Context: an optimization exercise on an open-source flow, tuned for small area and a short achievable clock period. The choices shown serve that exercise and are no tape-out recipe. Where RTL was checked, it was by simulation tests only, not by an equivalence proof against the original. No functional check of the RTL was part of runs 2 and 3.

## flow/design.v (module list and top-level ports; edited modules follow where they fit)
// module Horner: 1253 lines
module Horner(input clk,
              input rst,
              input [31:0] x,
              input [31:0] cn,
              output wire [31:0] z);
  // ...
==> flow/flow/run.sh <==
#!/bin/bash
# Standard layout, with one netlist clean-up between synthesis and floorplan:
# fixinv.py removes the inverters synthesis leaves between full adders
# (a full adder is self-dual, so flipping its polarity needs no inverters).
set -euo pipefail
R=orfs/results/$FLOW_PLATFORM/Horner/base
bash standard.sh synth > synth.log 2>&1
cp $R/1_2_yosys.v $R/1_2_yosys.std.v
python3 flow/fixinv.py $R/1_2_yosys.std.v $R/1_2_yosys.v > fixinv.log 2>&1
rm -f $R/1_synth.odb $R/1_synth.sdc
bash standard.sh finish > layout.log 2>&1
==> flow/flow/fixinv.py <==
#!/usr/bin/env python3
"""Remove the inverters that synthesis leaves between full adders.

A full adder is self-dual: FA(~a, ~b, ~c) = (~cout, ~sum).  Each full adder
may therefore be flipped (take complemented inputs, give complemented
outputs) without changing what the circuit computes.  This chooses flips
that minimise the inverters needed, removes the plain inverters and adds
back one inverter per signal that still needs its complement.

usage: fixinv.py IN.v OUT.v
"""
import re, sys, collections, os
NOXOR = os.environ.get("NOXOR") == "1"   # debugging: flip full adders only

INV = "sky130_fd_sc_hd__inv_1"
FA = re.compile(r"sky130_fd_sc_hd__fa_\d+$")
FA_IN, FA_OUT = ("A", "B", "CIN"), ("COUT", "SUM")
OUT_PINS = {"X", "Y", "Q", "Q_N", "SUM", "COUT", "HI", "LO"}

src = open(sys.argv[1]).read()
src = re.sub(r"\(\*.*?\*\)", "", src, flags=re.S)
m = re.search(r"\bmodule\b.*?\bendmodule\b", src, re.S)
body = m.group(0)

inst_re = re.compile(r"^\s*(sky130_fd_sc_hd__\w+)\s+(\S+)\s*\((.*?)\);\s*$", re.S | re.M)
pin_re = re.compile(r"\.(\w+)\(\s*([^()]*?)\s*\)")
cells = []
for im in inst_re.finditer(body):
    pins = [(p, n) for p, n in pin_re.findall(im.group(3))]
    cells.append({"type": im.group(1), "name": im.group(2), "pins": pins, "span": im.span()})

locked = set()
for am in re.finditer(r"^\s*assign\s+(.*?);", body, re.M | re.S):
    for tok in re.findall(r"\\\S+|[A-Za-z_][\w$]*(?:\s*\[\d+\])?", am.group(1)):
        locked.add(re.sub(r"\s+", "", tok))
for dm in re.finditer(r"^\s*(input|output|inout)\b(.*?);", body, re.M | re.S):
    for tok in re.findall(r"\\\S+|[A-Za-z_][\w$]*", dm.group(2)):
        locked.add(tok)
def base(n):
    return re.sub(r"\s*\[\d+\]$", "", n)
def is_locked(n):
    return n in locked or base(n) in locked

driver = {}
for c in cells:
    for p, n in c["pins"]:
        if p in OUT_PINS:
            driver[n] = (c, p)

# removable inverters: plain inverters whose nets are not locked
removable = set()
for c in cells:
    if c["type"] == INV:
        d = dict(c["pins"])
        if not is_locked(d["Y"]) and not is_locked(d["A"]):
            removable.add(c["name"])
inv_in = {}
for c in cells:
    if c["name"] in removable:
        d = dict(c["pins"])
        inv_in[d["Y"]] = d["A"]

def trace(n):
    p = 0
    while n in inv_in:
        n = inv_in[n]; p ^= 1
    return n, p

XO = re.compile(r"sky130_fd_sc_hd__x(n?)or2_(\d+)$")
fas = [c for c in cells if FA.match(c["type"]) or (XO.match(c["type"]) and not NOXOR)]
fa_idx = {c["name"]: i for i, c in enumerate(fas)}
flip = [0] * len(fas)
lockfa = [0] * len(fas)
root_fa = {}
for i, c in enumerate(fas):
    for p, n in c["pins"]:
        if p in FA_OUT or (p in ("X", "Y") and XO.match(c["type"])):
            root_fa[n] = i
            if is_locked(n):
                lockfa[i] = 1

# consumers: (cell index, pin index, root, parity, fa index or -1)
cons = []
by_root = collections.defaultdict(list)
fa_cons = collections.defaultdict(list)
for ci, c in enumerate(cells):
    if c["name"] in removable:
        continue
    for pi, (p, n) in enumerate(c["pins"]):
        if p in OUT_PINS or n == "" or n.startswith("1'"):
            continue
        r, par = trace(n)
        j = fa_idx.get(c["name"], -1) if (p in FA_IN and FA.match(c["type"])) else -1
        k = len(cons)
        cons.append((ci, pi, r, par, j))
        by_root[r].append(k)
        if j >= 0:
            fa_cons[j].append(k)

def need(k):
    ci, pi, r, par, j = cons[k]
    q = par
    if r in root_fa:
        q ^= flip[root_fa[r]]
    if j >= 0:
        q ^= flip[j]
    return q

def root_cost(r):
    return 1 if any(need(k) for k in by_root[r]) else 0

def fa_roots(i):
    rs = set(cons[k][2] for k in fa_cons[i])
    for p, n in fas[i]["pins"]:
        if p in FA_OUT or (p in ("X", "Y") and XO.match(fas[i]["type"])):
            rs.add(n)
    return rs

import random
random.seed(1)
before = sum(root_cost(r) for r in by_root)
order = [i for i in range(len(fas)) if not lockfa[i]]
cur = before
best = (cur, list(flip))
T = 1.0
for it in range(60000):
    i = random.choice(order)
    rs = fa_roots(i)
    old = sum(root_cost(r) for r in rs)
    flip[i] ^= 1
    new = sum(root_cost(r) for r in rs)
    d = new - old
    if d <= 0 or random.random() < pow(2.718, -d / T):
        cur += d
        if cur < best[0]:
            best = (cur, list(flip))
    else:
        flip[i] ^= 1
    T = max(0.05, T * 0.9999)
flip = best[1]
improved = True
passes = 0
while improved and passes < 50:
    improved = False; passes += 1
    for i in range(len(fas)):
        if lockfa[i]:
            continue
        rs = fa_roots(i)
        old = sum(root_cost(r) for r in rs)
        flip[i] ^= 1
        new = sum(root_cost(r) for r in rs)
        if new < old:
            improved = True
        else:
            flip[i] ^= 1
after = sum(root_cost(r) for r in by_root)

# rewrite
newpins = {ci: list(c["pins"]) for ci, c in enumerate(cells)}
invnet = {}
for k in range(len(cons)):
    ci, pi, r, par, j = cons[k]
    if need(k):
        if r not in invnet:
            invnet[r] = f"fixinv_{len(invnet)}"
        net = invnet[r]
    else:
        net = r
    p, _ = newpins[ci][pi]
    newpins[ci][pi] = (p, net)
# flipped full adders need no pin change: their outputs keep their nets,
# which now carry the complement, and consumers were resolved above.

out = []
pos = 0
for ci, c in enumerate(cells):
    s, e = c["span"]
    out.append(body[pos:s])
    pos = e
    if c["name"] in removable:
        continue
    pins = ",\n".join(f"    .{p}({n})" for p, n in newpins[ci])
    ty = c["type"]
    xm = XO.match(ty)
    if xm and c["name"] in fa_idx and flip[fa_idx[c["name"]]]:
        ty = f"sky130_fd_sc_hd__x{'' if xm.group(1) else 'n'}or2_{xm.group(2)}"
        opin = "X" if xm.group(1) else "Y"     # xor2 drives X, xnor2 drives Y
        pins = ",\n".join(f"    .{opin if p in ('X', 'Y') else p}({n})" for p, n in newpins[ci])
    out.append(f"  {ty} {c['name']} (\n{pins}\n  );\n")
rest = body[pos:]
extra = []
for r, n in invnet.items():
    extra.append(f"  wire {n};\n")
for r, n in invnet.items():
    extra.append(f"  {INV} {n}_cell (\n    .A({r}),\n    .Y({n})\n  );\n")
rest = rest.replace("endmodule", "".join(extra) + "endmodule", 1)
newbody = "".join(out) + rest
open(sys.argv[2], "w").write(src[:m.start()] + newbody + src[m.end():])
print(f"fixinv: {len(fas)} full adders/xors, {sum(flip)} flipped; "
      f"{len(removable)} inverters removed, {len(invnet)} added "
      f"(cost {before} -> {after}, {passes} passes)")
==> flow/standard.sh <==
#!/bin/bash
# synth_recipe.tcl (not shown) runs the flow's synth.tcl, then flattens the netlist and writes it again
# the make line also repeats each setting of config.mk as NAME=value (left out here)
make -C /OpenROAD-flow-scripts/flow DESIGN_CONFIG=/design/flow/config.mk WORK_HOME=/design/flow/orfs CLKGATE_MAP_FILE= SYNTH_SCRIPT=/design/flow/synth_recipe.tcl "${@:-finish}"
==> flow/config.mk <==
export PLATFORM = sky130hd
export DESIGN_NAME = Horner
export DESIGN_NICKNAME = Horner
export VERILOG_FILES = /design/flow/design.v
export SDC_FILE = /design/flow/constraint.sdc
export NUM_CORES = 4
export LEC_CHECK = 0
export CAP_MARGIN = 20
export CORE_MARGIN = 2
export CORE_UTILIZATION = 60
export PLACE_DENSITY = 0.7
export SETUP_SLACK_MARGIN = 2.5
export SLEW_MARGIN = 20
==> flow/constraint.sdc <==
create_clock -name core_clock -period 8.5 [get_ports {clk}]
set_input_delay 1.7000 -clock core_clock [delete_from_list [all_inputs] [get_ports {clk}]]
set_output_delay 1.7000 -clock core_clock [all_outputs]
set_load 0.01 [all_outputs]
==> notes.md, run 1 <==
* Status: complete, no violations
* Share of cells above drive strength 1 at 20.4%
* Post-CTS setup buffer count at 36
* Routability cong. at 0.951
* CTS Buffer Depth at 2
* Antenna violations before repair at 0
* Number of non-clock buffers at 241
* Die X at 154 µm
* Vias in the first global route at 11997
* Mean post-synth cell area at 9.31 µm²
* Tapcells at 280
* Final sequential cell count at 49
* Row cnt at 54
* RSZ-0062 raised after global routing: yes
* Fin worst setup slack at 2.46 ns
* WP data required at 8.69 ns
* Largest net degree at the start of global routing at 67
* Fin util at 75.3%
* Fin Setup TNS at 0 ns
* Syn Nets at 1786
* Min-Delay Path Class: reg2reg
* Layout fillers at 1586
* CTS sink count at 49
* Worst r2r path cells at 20
* Initial Util at 61.4%
* Reg2reg end: a31_1$_DFF_P_
* Min-Delay Endpoint: a0_0$_DFF_P_
==> run 2, diff against run 1 <==
--- a/flow/design.v
+++ b/flow/design.v
@@ -47,16 +47,23 @@
     reg  a28_1;
     reg  a29_0;
     reg  a29_1;
     reg  a30_0;
     reg  a30_1;
     reg  a31_0;
     reg  a31_1;
     reg  a31_2;
+    reg  a31_3;
+    reg  a31_4;
+    reg  a31_5;
+    reg  a31_6;
+    reg  a31_7;
+    reg  a31_8;
+    reg  a31_9;
     wire [31:0] acc;
     wire [31:0] cq = cn & {32{~rst}};
     assign z = acc;
     wire [31:0] am = acc & {32{~rst}};
     wire p6 = a6_0 ^ a6_1;
     wire g6 = a6_0 & a6_1;
     wire p10 = a10_0 ^ a10_1;
     wire g10 = a10_0 & a10_1;
@@ -81,17 +88,17 @@
     wire p27 = a27_0 ^ a27_1;
     wire g27 = a27_0 & a27_1;
     wire p28 = a28_0 ^ a28_1;
     wire g28 = a28_0 & a28_1;
     wire p29 = a29_0 ^ a29_1;
     wire g29 = a29_0 & a29_1;
     wire p30 = a30_0 ^ a30_1;
     wire g30 = a30_0 & a30_1;
-    wire p31 = a31_0 ^ a31_1 ^ a31_2;
+    wire p31 = a31_0 ^ a31_1 ^ a31_2 ^ a31_3 ^ a31_4 ^ a31_5 ^ a31_6 ^ a31_7 ^ a31_8 ^ a31_9;
     wire G1_1 = 1'b0 | (a1_0 & 1'b0);
     wire G1_2 = 1'b0 | (a2_0 & 1'b0);
     wire P1_2 = a2_0 & a1_0;
     wire G1_3 = 1'b0 | (a3_0 & 1'b0);
     wire P1_3 = a3_0 & a2_0;
     wire G1_4 = 1'b0 | (a4_0 & 1'b0);
     wire P1_4 = a4_0 & a3_0;
     wire G1_5 = 1'b0 | (a5_0 & 1'b0);
@@ -1183,27 +1190,20 @@
     wire t11 = t5 ^ t6;
     wire t12 = t7 ^ t8;
     wire t13 = t9 ^ t10;
     wire t14 = t11 ^ t12;
     wire t15 = t13 ^ t14;
     wire t16 = fc226 ^ fc227;
     wire t17 = fc228 ^ fc229;
     wire t18 = fc230 ^ fc231;
-    wire t19 = t16 ^ t17;
-    wire t20 = t18 ^ fc232;
-    wire t21 = t19 ^ fc233;
-    wire t22 = fc234 ^ t20;
-    wire t23 = t21 ^ t22;
-    wire t24 = fc235 ^ fc236;
-    wire t25 = t23 ^ t24;
-    wire t26 = fc237 ^ t25;
-    wire t27 = fc238 ^ t26;
-    wire t28 = t27 ^ fc239;
-    wire t29 = t28 ^ fc240;
+    wire t19 = fc232 ^ fc233;
+    wire t20 = fc234 ^ fc235;
+    wire t21 = fc236 ^ fc237;
+    wire t22 = fc238 ^ fc239;
     always @(posedge clk) begin
         a0_0 <= fs0;
         a1_0 <= fs1;
         a2_0 <= fs3;
         a3_0 <= fs5;
         a4_0 <= fs8;
         a5_0 <= fs11;
         a6_0 <= hs0;
@@ -1241,13 +1241,20 @@
         a27_0 <= hc10;
         a27_1 <= hs11;
         a28_0 <= hc11;
         a28_1 <= hs12;
         a29_0 <= hc12;
         a29_1 <= hs13;
         a30_0 <= hc13;
         a30_1 <= hs14;
-        a31_0 <= t15;
-        a31_1 <= t29;
-        a31_2 <= hc14;
+        a31_0 <= t16;
+        a31_1 <= t17;
+        a31_2 <= t18;
+        a31_3 <= t15;
+        a31_4 <= t19;
+        a31_5 <= t20;
+        a31_6 <= t21;
+        a31_7 <= t22;
+        a31_8 <= fc240;
+        a31_9 <= hc14;
     end
 endmodule
==> notes.md, run 2 <==
* Routability cong. at 0.971 (was 0.951)
* R2R setup slack at 2.59 ns (about the same)
* Final setup violation count at 0 (unchanged)
* Layout Area Growth over Synthesis at 18.8% (was 22.6%)
* Gr ovfl total at 0 (unchanged)
* Hold Violations, Final at 0 (unchanged)
* CTS sink count at 56 (was 49)
* Fin Setup TNS at 0 ns (unchanged)
* Clk Latency, worst-skew pair at 0.32 ns (was 0.31 ns)
* Max cap viols at 0 (unchanged)
* Max Clk Rate at 0.167 GHz (was 0.166 GHz)
* Row cnt at 55 (was 54)
* Wl on met1 at 17700 µm (was 17600 µm)
* Fin worst setup slack at 2.52 ns (was 2.46 ns)
* Mean post-synth cell area at 9.22 µm² (was 9.31 µm²)
* Ports at 98 (unchanged)
* Residual DRC count at 0 (unchanged)
* Crit share post-route at 70.4% (was 71.0%)
* WL met2 at 21400 µm (was 21700 µm)
* Post-synthesis cell area at 0.0137 mm² (was 0.0135 mm²)
* Skew final at 0.0191 ns (was 0.00891 ns)
* CTS tree: built (unchanged)
* Antenna violations before repair at 1 (was 0)
* Worst slew pin tran at 0.824 ns (was 0.661 ns)
* Core region area at 0.0225 mm² (was 0.0220 mm²)
* Setup WS pre-CTS at 1.40 ns (was 1.50 ns)
* Die area at 0.0240 mm² (was 0.0237 mm²)
* DRT Wirelength at 46800 µm (was 48800 µm)
* Critical path class: in2reg (unchanged)
* HP Start: a0_0$_DFF_P_ (unchanged)
* Met3 wire length at 5340 µm (was 6310 µm)
* Crit path launch: x[2] (was rst)
* Layout fillers at 1712 (was 1586)
* Final Slew Violations at 0 (unchanged)
* Ant. Diodes at 0 (unchanged)
* Clock Pin Slew Worst Setup and Hold Paths at 0.08 ns (was 0.07 ns)
* Vias in the first global route at 11944 (was 11997)
* Synth warn at 1 (unchanged)
* CTS Buffer Depth at 2 (unchanged)
* Leading cell types in the layout, fill and taps excluded: a22oi_1 (218), fa_1 (218), xnor2_1 (164) (was fa_1 (209), a22oi_1 (207), xnor2_1 (136))
* PortBufs at 97 (unchanged)
* Htree depth at 2 (unchanged)
* Num CTS Buffers at 5 (unchanged)
* Vias per inst at 6.57 (was 6.73)
* Syn Nets at 1819 (was 1786)
* Status: complete, no violations (unchanged)
* Period minus WS final at 5.98 ns (was 6.04 ns)
* Largest net degree at the start of global routing at 49 (was 67)
* Total GRT Usage at 38.3% (was 40.1%)
* Via count at 11994 (was 12301)
* Syn Inst Count at 1482 (was 1449)
* Min-Delay Path Class: reg2reg (unchanged)
* Initial Util at 60.7% (was 61.4%)
* Share of cells above drive strength 1 at 15.1% (was 20.4%)
* CP Capture Type: flop (unchanged)
* CP Max Fanout at 5 (was 21)
* Top Layer Used: met4 (unchanged)
* Layout Nets at 1876 (was 1883)
* Drt wl/cell at 25.6 µm (was 26.7 µm)
* Hold_buf cts at 0 (unchanged)
* Crit path arrival time at 6.18 ns (was 6.22 ns)
* DR iter-0 viols at 1366 (was 1557)
* Relative slew slack at 44.9% (was 55.8%)
* First-pass GRT wire length at 69800 µm (was 71800 µm)
* Pre-antenna DRT Iters at 6 (was 9)
* RSZ-0062 raised after global routing: yes (unchanged)
* Root buf cell: clkbuf_16 (unchanged)
* Die X at 155 µm (was 154 µm)
* Hpwl dp at 33400 µm (was 34000 µm)
* WP data required at 8.70 ns (was 8.69 ns)
* Die Y at 155 µm (was 154 µm)
* Post-DRT Antenna Nets at 0 (unchanged)
* CP Launch Type: input pin (unchanged)
* Reg2reg start: a10_1$_DFF_P_ (was a6_0$_DFF_P_)
-- run 2: routing by layer --
metal  GRT usage, %  up-vias
met5              0        -
met4           14.8        0
met3           6.71      162
met2           61.4      853
met1           52.4     5891
li1               -     5088
-- run 2: worst max-delay path: stages --
cell,delay (ns)
clkdlybuf4s50_1,0.48
nand2b_1,0.23
o21ai_4,0.22
buf_4,0.19
a22oi_1,0.08
xnor2_1,0.19
fa_1,0.47
fa_1,0.47
fa_2,0.38
fa_2,0.40
fa_1,0.51
fa_1,0.54
inv_1,0.04
ha_1,0.28
-- run 2: worst paths after layout --
path | end | depth (start not counted)
worst max-delay path | a30_1$_DFF_P_ | 14
worst min-delay path | a0_0$_DFF_P_ | 4
worst max register to register | a30_1$_DFF_P_ | 18
worst min register to register | a0_0$_DFF_P_ | 4
-- run 2: final cells by class --
type | count | area (µm²) | share of cell area, %
clock buffer | 5 | 125 | 0.770
clock inverter | 3 | 50.0 | 0.308
inverter | 102 | 390 | 2.40
multi-input combinational | 1174 | 12200 | 75.0
sequential | 56 | 1120 | 6.90
tap | 285 | 357 | 2.20
timing repair buffer | 200 | 2020 | 12.4
-- run 2: timing repair --
item,in CTS,in global routing
setup endpoints to repair,33,18
buffers inserted,23,25
gates cloned,3,3
resized for setup,139,76
pin swaps,20,34
-- run 2: per-stage QoR --
stage	instance area (µm²)	utilization [%]	cells	hold slack, ns
floorplan	13700	-	1482	0.675
global placement	14800	65.7	1763	0.796
detailed placement	14800	65.7	1763	0.791
CTS	15700	69.8	1797	0.820
global route	16200	72.2	1825	0.894
finish	16200	72.2	1825	0.861
==> run 3, diff against run 2 <==
==> flow/flow/run.sh (replaced) <==
#!/bin/bash
set -euo pipefail
R=orfs/results/$FLOW_PLATFORM/Horner/base
bash standard.sh synth > synth.log 2>&1
cp $R/1_2_yosys.v $R/1_2_yosys.std.v
python3 flow/mapnet.py "$FLOW_DESIGN" $R/1_2_yosys.map.v > mapnet.log 2>&1
regs() { grep -o 'dfxtp_1 \\[^ ]*' "$1" | sort; }
if [[ "$(regs $R/1_2_yosys.std.v)" == "$(regs $R/1_2_yosys.map.v)" ]]; then
  echo "registers match: using the mapped netlist" >> mapnet.log
  cp $R/1_2_yosys.map.v $R/1_2_yosys.v
else
  echo "registers differ: using the standard netlist" >> mapnet.log
  python3 flow/fixinv.py $R/1_2_yosys.std.v $R/1_2_yosys.v > fixinv.log 2>&1
fi
rm -f $R/1_synth.odb $R/1_synth.sdc
bash standard.sh finish > layout.log 2>&1
==> flow/flow/mapnet.py (new file) <==
#!/usr/bin/env python3
"""Map the generated Horner RTL (rtl/Horner1.v, written by gen/gen.py) straight
to sky130hd cells, one cell per operator of the RTL's structure: full and half
adders where the RTL has them, a22oi+xnor2 Booth selectors, a Kogge-Stone adder.
Registers keep the names and cell type the standard synthesis gives them
(\\<reg>$_DFF_P_, sky130_fd_sc_hd__dfxtp_1).

usage: mapnet.py RTL.v OUT.v"""
import re, sys

P = "sky130_fd_sc_hd__"
src = open(sys.argv[1]).read()
stmts = [s.strip() for s in re.sub(r"//[^\n]*", "", src).split(";")]

cells = []            # (type, instance, [(pin, net)])
alias = {}            # rtl name -> net
consts = {}           # rtl name -> constant value
nets = set()
regs = []             # (name, source)
counter = [0]

def net(s):
    s = s.strip()
    while s in alias:
        s = alias[s]
    m = re.match(r"(am|cq|acc)\[(\d+)\]$", s)
    if m:
        if m.group(1) == "acc":
            return net(f"acc_{m.group(2)}")
        return f"{m.group(1)}_{m.group(2)}"
    return s

def new(prefix="n"):
    counter[0] += 1
    return f"_{prefix}{counter[0]}_"

def cell(ty, pins):
    for p, n in pins:
        if not re.match(r"(x|cn|z)\[\d+\]$|clk$|rst$", n):
            nets.add(n)
    cells.append((P + ty, f"m{len(cells)}", pins))

# --- expression parsing with constant folding ---------------------------------
def tokens(e):
    return re.findall(r"1'b[01]|[A-Za-z_][\w]*(?:\[\d+\])?|[~&|^()]", e)

def parse(e):
    toks = tokens(e); pos = [0]
    def peek():
        return toks[pos[0]] if pos[0] < len(toks) else None
    def eat():
        pos[0] += 1; return toks[pos[0] - 1]
    def prim():
        t = eat()
        if t == "~":
            return ("not", prim())
        if t == "(":
            v = orr(); assert eat() == ")"; return v
        if t == "1'b0":
            return 0
        if t == "1'b1":
            return 1
        if t in consts:
            return consts[t]
        return t
    def band():
        v = prim()
        while peek() == "&":
            eat(); v = ("and", v, prim())
        return v
    def bxor():
        v = band()
        while peek() == "^":
            eat(); v = ("xor", v, band())
        return v
    def orr():
        v = bxor()
        while peek() == "|":
            eat(); v = ("or", v, bxor())
        return v
    v = orr(); assert pos[0] == len(toks), e
    return fold(v)

def fold(v):
    if not isinstance(v, tuple):
        return v
    if v[0] == "not":
        a = fold(v[1])
        return 1 - a if isinstance(a, int) else ("not", a)
    a, b = fold(v[1]), fold(v[2])
    if v[0] == "and":
        if a == 0 or b == 0: return 0
        if a == 1: return b
        if b == 1: return a
    if v[0] == "or":
        if a == 1 or b == 1: return 1
        if a == 0: return b
        if b == 0: return a
    if v[0] == "xor":
        if a == 0: return b
        if b == 0: return a
    return (v[0], a, b)

def emit(v, out=None):
    """Generic mapping of a folded expression; returns the net holding it."""
    if isinstance(v, str):
        n = net(v)
        if out is None:
            return n
        cell("buf_1", [("A", n), ("X", out)]); return out
    assert not isinstance(v, int), "constant"
    o = out or new()
    op = v[0]
    if op == "not":
        cell("inv_1", [("A", emit(v[1])), ("Y", o)]); return o
    # a | (b & c)  -> a21o
    if op == "or" and isinstance(v[2], tuple) and v[2][0] == "and":
        cell("a21o_1", [("A1", emit(v[2][1])), ("A2", emit(v[2][2])), ("B1", emit(v[1])), ("X", o)]); return o
    ty = {"and": "and2_1", "or": "or2_1", "xor": "xor2_1"}[op]
    cell(ty, [("A", emit(v[1])), ("B", emit(v[2])), ("X", o)])
    return o

def xor_tree(ins, out):
    ins = [net(i) for i in ins]
    while len(ins) > 2:
        o = new(); cell("xor2_1", [("A", ins[0]), ("B", ins[1]), ("X", o)])
        ins = ins[2:] + [o]
    cell("xor2_1", [("A", ins[0]), ("B", ins[1]), ("X", out)])

defs = {}
order = []
for s in stmts:
    m = re.match(r"(?:wire|assign)\s+(?:\[31:0\]\s+)?([\w\[\]]+)\s*=\s*(.*)$", s, re.S)
    if m:
        defs[m.group(1)] = m.group(2).strip(); order.append(m.group(1)); continue
    m = re.match(r"(?:always @\(posedge clk\) begin\s*)?(a\d+_\d+)\s*<=\s*(\S+)$", s)
    if m:
        regs.append((m.group(1), m.group(2)))

done = set()
for name in order:
    e = defs[name]
    if name in done:
        continue
    if name == "z":                       # assign z = acc
        continue
    if name in ("am", "cq"):              # X & {32{~rst}}
        srcn = e.split("&")[0].strip()
        if srcn == "acc":
            continue                       # after acc is mapped, below
        for k in range(32):
            s = net(f"acc[{k}]") if srcn == "acc" else f"cn[{k}]"
            cell("nor2b_1", [("A", "rst"), ("B_N", s), ("Y", f"{name}_{k}")])
        continue
    m = re.match(r"acc\[(\d+)\]$", name)
    if m:                                  # assign acc[k] = p ^ c
        k = int(m.group(1))
        v = parse(e)
        if isinstance(v, str):
            alias[f"acc_{k}"] = net(v)
        else:
            emit(v, f"z[{k}]"); alias[f"acc_{k}"] = f"z[{k}]"
        continue
    m = re.match(r"(fs|hs)(\d+)$", name)
    if m:                                  # full / half adder
        co = ("fc" if m.group(1) == "fs" else "hc") + m.group(2)
        ins = [t for t in tokens(e) if t not in "^"]
        if co in defs:
            if m.group(1) == "fs":
                cell("fa_1", [("A", net(ins[0])), ("B", net(ins[1])), ("CIN", net(ins[2])),
                              ("COUT", co), ("SUM", name)])
            else:
                cell("ha_1", [("A", net(ins[0])), ("B", net(ins[1])), ("COUT", co), ("SUM", name)])
            done.add(co)
        else:
            xor_tree(ins, name)
        continue
    if re.match(r"(fc|hc)\d+$", name):     # carry without its sum (never expected)
        emit(parse(e), name); continue
    m = re.match(r"one(\d+)$", name)
    if m:
        v = parse(e)
        if isinstance(v, str):
            alias[name] = net(v)
        else:
            cell("xor2_1", [("A", net(v[1])), ("B", net(v[2])), ("X", name)])
        continue
    m = re.match(r"two(\d+)$", name)
    if m:
        i = int(m.group(1))
        if i == 0:                         # b2 & ~b1
            v = parse(e)
            cell("nor2b_1", [("A", net(v[2][1])), ("B_N", net(v[1])), ("Y", name)])
        else:                              # two = ~(b1 ^ b0) & (b2 ^ b1) = nor(one, xnor(b2, b1))
            b2, b1 = f"x[{2*i+1}]", f"x[{2*i}]"
            t = new("tw")
            cell("xnor2_1", [("A", b2), ("B", b1), ("Y", t)])
            cell("nor2_1", [("A", net(f"one{i}")), ("B", t), ("Y", name)])
        continue
    m = re.match(r"neg(\d+)$", name)
    if m:
        i = int(m.group(1))
        v = parse(e)
        if isinstance(v, str):
            alias[name] = net(v)
        else:                              # b2 & ~(b1 & b0)
            cell("a21boi_0", [("A1", f"x[{2*i}]"), ("A2", f"x[{2*i-1}]"), ("B1_N", f"x[{2*i+1}]"), ("Y", name)])
        continue
    m = re.match(r"pp(\d+)_(\d+)$", name)
    if m:
        i, j = int(m.group(1)), int(m.group(2))
        y = new("sel")
        if j == 0:
            cell("nand2_1", [("A", net(f"one{i}")), ("B", net("am[0]")), ("Y", y)])
        else:
            cell("a22oi_1", [("A1", net(f"one{i}")), ("A2", net(f"am[{j}]")),
                             ("B1", net(f"two{i}")), ("B2", net(f"am[{j-1}]")), ("Y", y)])
        cell("xnor2_1", [("A", y), ("B", net(f"neg{i}")), ("Y", name)])
        continue
    m = re.match(r"p(\d+)$", name)
    if m:
        ins = [t for t in tokens(e) if t != "^"]
        if len(ins) > 2:
            xor_tree(ins, name); continue
    v = parse(e)
    if isinstance(v, int):
        consts[name] = v
    elif isinstance(v, str):
        alias[name] = net(v)
    else:
        emit(v, name)

if "am" in defs:
    for k in range(32):
        cell("nor2b_1", [("A", "rst"), ("B_N", net(f"acc[{k}]")), ("Y", f"am_{k}")])
for r, s in regs:
    cells.append((P + "dfxtp_1", f"\\{r}$_DFF_P_ ", [("CLK", "clk"), ("D", net(s)), ("Q", r)]))
    nets.add(r)
# outputs that ended up as aliases get a buffer
for k in range(32):
    n = net(f"acc_{k}")
    if n != f"z[{k}]":
        cell("buf_1", [("A", n), ("X", f"z[{k}]")])

o = ["module Horner(clk, rst, x, cn, z);", "  input clk;", "  input rst;", "  input [31:0] x;",
     "  input [31:0] cn;", "  output [31:0] z;"]
for n in sorted(nets):
    o.append(f"  wire {n};")
for ty, nm, pins in cells:
    o.append(f"  {ty} {nm} (" + ", ".join(f".{p}({n})" for p, n in pins) + ");")
o.append("endmodule")
open(sys.argv[2], "w").write("\n".join(o) + "\n")
print(f"mapnet: {len(cells)} cells, {len(regs)} registers")
==> notes.md, run 3 <==
* Status: complete, no violations (unchanged)
* Layout Nets at 1743 (was 1876)
* Htree depth at 2 (unchanged)
* DRT Wirelength at 43300 µm (was 46800 µm)
* CP Max Fanout at 29 (was 5)
* CP Launch Type: input pin (unchanged)
* Ports at 98 (unchanged)
* Largest net degree at the start of global routing at 42 (was 49)
* Min Hold Slack at 0.853 ns (was 0.861 ns)
* Commonest non-fill, non-tap cell in the layout: xnor2_1
* Worst slew pin tran at 0.727 ns (was 0.824 ns)
* Crit path arrival time at 6.15 ns (was 6.18 ns)
* DR iter-0 viols at 1038 (was 1366)
* Post-DRT Antenna Nets at 0 (unchanged)
* Critical path class: in2reg (unchanged)
* Relative slew slack at 51.3% (was 44.9%)
* Fin Setup TNS at 0 ns (unchanged)
* Gr ovfl total at 0 (unchanged)
* CP Capture Type: flop (unchanged)
* WP data required at 8.70 ns (about the same)
* Leading cell types in the layout, fill and taps excluded: xnor2_1 (287), a22oi_1 (255), fa_1 (241) (was a22oi_1 (218), fa_1 (218), xnor2_1 (164))
* Share of cells above drive strength 1 at 11.3% (was 15.1%)
* Initial Util at 60.6% (was 60.7%)
* Hold Violations, Final at 0 (unchanged)
* Num CTS Buffers at 5 (unchanged)
* Min-Delay Path Class: reg2reg (unchanged)
* Max Clk Rate at 0.168 GHz (was 0.167 GHz)
* Mean post-synth cell area at 10.7 µm² (was 9.22 µm²)
* Vias per inst at 6.49 (was 6.57)
* Synth warn at 1 (unchanged)
* Hpwl dp at 31900 µm (was 33400 µm)
* PortBufs at 97 (unchanged)
* Post-synthesis cell area at 0.0131 mm² (was 0.0137 mm²)
* Clk Latency, worst-skew pair at 0.31 ns (was 0.32 ns)
* Antenna violations before repair at 0 (was 1)
* Row cnt at 54 (was 55)
* CTS Buffer Depth at 2 (unchanged)
* Pre-antenna DRT Iters at 6 (unchanged)
* RSZ-0062 raised after global routing: yes (unchanged)
* Non-filler cells, final at 1702 (was 1825)
* Die area at 0.0231 mm² (was 0.0240 mm²)
* Final setup violation count at 0 (unchanged)
* Setup WS pre-CTS at 1.67 ns (was 1.40 ns)
* Period minus WS final at 5.95 ns (was 5.98 ns)
* Fin worst setup slack at 2.55 ns (was 2.52 ns)
* Routability cong. at 0.909 (was 0.971)
* Syn Nets at 1547 (was 1819)
* Dpl cells at 1659 (was 1763)
* Die Y at 152 µm (was 155 µm)
* Crit share post-route at 70.0% (was 70.4%)
* Drt wl/cell at 25.5 µm (was 25.6 µm)
* Ant. Diodes at 0 (unchanged)
* First-pass GRT wire length at 67200 µm (was 69800 µm)
* CTS tree: built (unchanged)
* Die X at 152 µm (was 155 µm)
* Final Slew Violations at 0 (unchanged)
* Total GRT Usage at 37.7% (was 38.3%)
* Skew final at 0.00920 ns (was 0.0191 ns)
* Hold_buf cts at 0 (unchanged)
* Via count at 11052 (was 11994)
* CTS sink count at 56 (unchanged)
* Vias in the first global route at 11805 (was 11944)
* Syn Inst Count at 1225 (was 1482)
* Root buf cell: clkbuf_16 (unchanged)
* Max cap viols at 0 (unchanged)
* Core region area at 0.0216 mm² (was 0.0225 mm²)
* Clock Pin Slew Worst Setup and Hold Paths at 0.07 ns (was 0.08 ns)
* Layout Area Growth over Synthesis at 21.4% (was 18.8%)
* Residual DRC count at 0 (unchanged)
-- run 3: worst max-delay path: stages --
cell and delay [ns]:
clkdlybuf4s15_1 0.33, xor2_4 0.24, buf_8 0.28, nor2_4 0.07, buf_12 0.16, a22oi_1 0.20, xnor2_1 0.15, fa_1 0.55
fa_1 0.41, fa_1 0.45, fa_1 0.40, fa_1 0.52, fa_1 0.42, ha_1 0.28
-- run 3: worst paths after layout --
path            startpoint            end  slack (ns)  cells after the start
min reg2reg   a0_0$_DFF_P_   a0_0$_DFF_P_        0.85                      4
max reg2reg  a23_0$_DFF_P_  a30_1$_DFF_P_        2.74                     17
max                   x[4]  a30_1$_DFF_P_        2.55                     14
min           a0_0$_DFF_P_   a0_0$_DFF_P_        0.85                      4
-- run 3: cell type report --
class | instances | area [µm²]
clock inverters | 3 | 47.5
well taps | 280 | 350
flip-flops and latches | 56 | 1120
clock buffers | 5 | 125
repair buffers | 196 | 1910
multi-input cells | 1162 | 12400
fillers | 1635 | 5700
-- run 3: repair_timing --
action / CTS / global route
buffers inserted: 16 / 17
pin swaps: 9 / 10
gates cloned: 1 / 1
gates resized for setup: 58 / 37
endpoints found under the setup margin: 32 / 18
-- run 3: stage by stage --
step	util [%]	cell area, µm²
2_1_floorplan	-	13300
3_3_place_gp	69.6	15100
3_5_place_dp	69.9	15100
4_1_cts	72.3	15600
5_1_grt	73.7	15900
6_report	73.7	15900
-- run 3: layer usage --
layer | global-route usage, % | vias up | part of all wire (%)
met5 | 0 | - | 0
met4 | 14.9 | 0 | 4.2
met3 | 8.76 | 141 | 9.6
met2 | 62.3 | 653 | 49
met1 | 48.4 | 5569 | 38
li1 | - | 4689 | -

==> separate check: timing with driven ports <==
In the flow no input, the clock included, has a driving cell. The finished layouts below were timed again as built, in two steps. Step 1: set_driving_cell puts a clkbuf_16 on clk and a buf_2 on each other input, an assumption about the parent block. Step 2 times the ports against the registers' clock, not the clock port: input delays grow and output delays shrink by t, the midpoint of the rising clock arrivals with the driver on. a / b / c = ideal ports / drivers / drivers and shift; a / b = the first two.
run	t (ns)	setup WS [ns]	worst hold slack (ns)	worst setup path at the end	worst register clock-pin slew, ns
run 1	0.349	2.465 / 2.386 / 2.037	0.793 / 0.793 / 0.793	input to register	0.07 / 0.07
run 2	0.360	2.518 / 2.493 / 2.133	0.861 / 0.861 / 0.861	input to register	0.09 / 0.09
run 3	0.348	2.548 / 2.566 / 2.218	0.853 / 0.853 / 0.853	input to register	0.08 / 0.08
After both steps setup and hold are still met in every run listed. The setup slack of run 1, which loses most, moves by -0.079 ns with the drivers and by -0.428 ns with both steps.
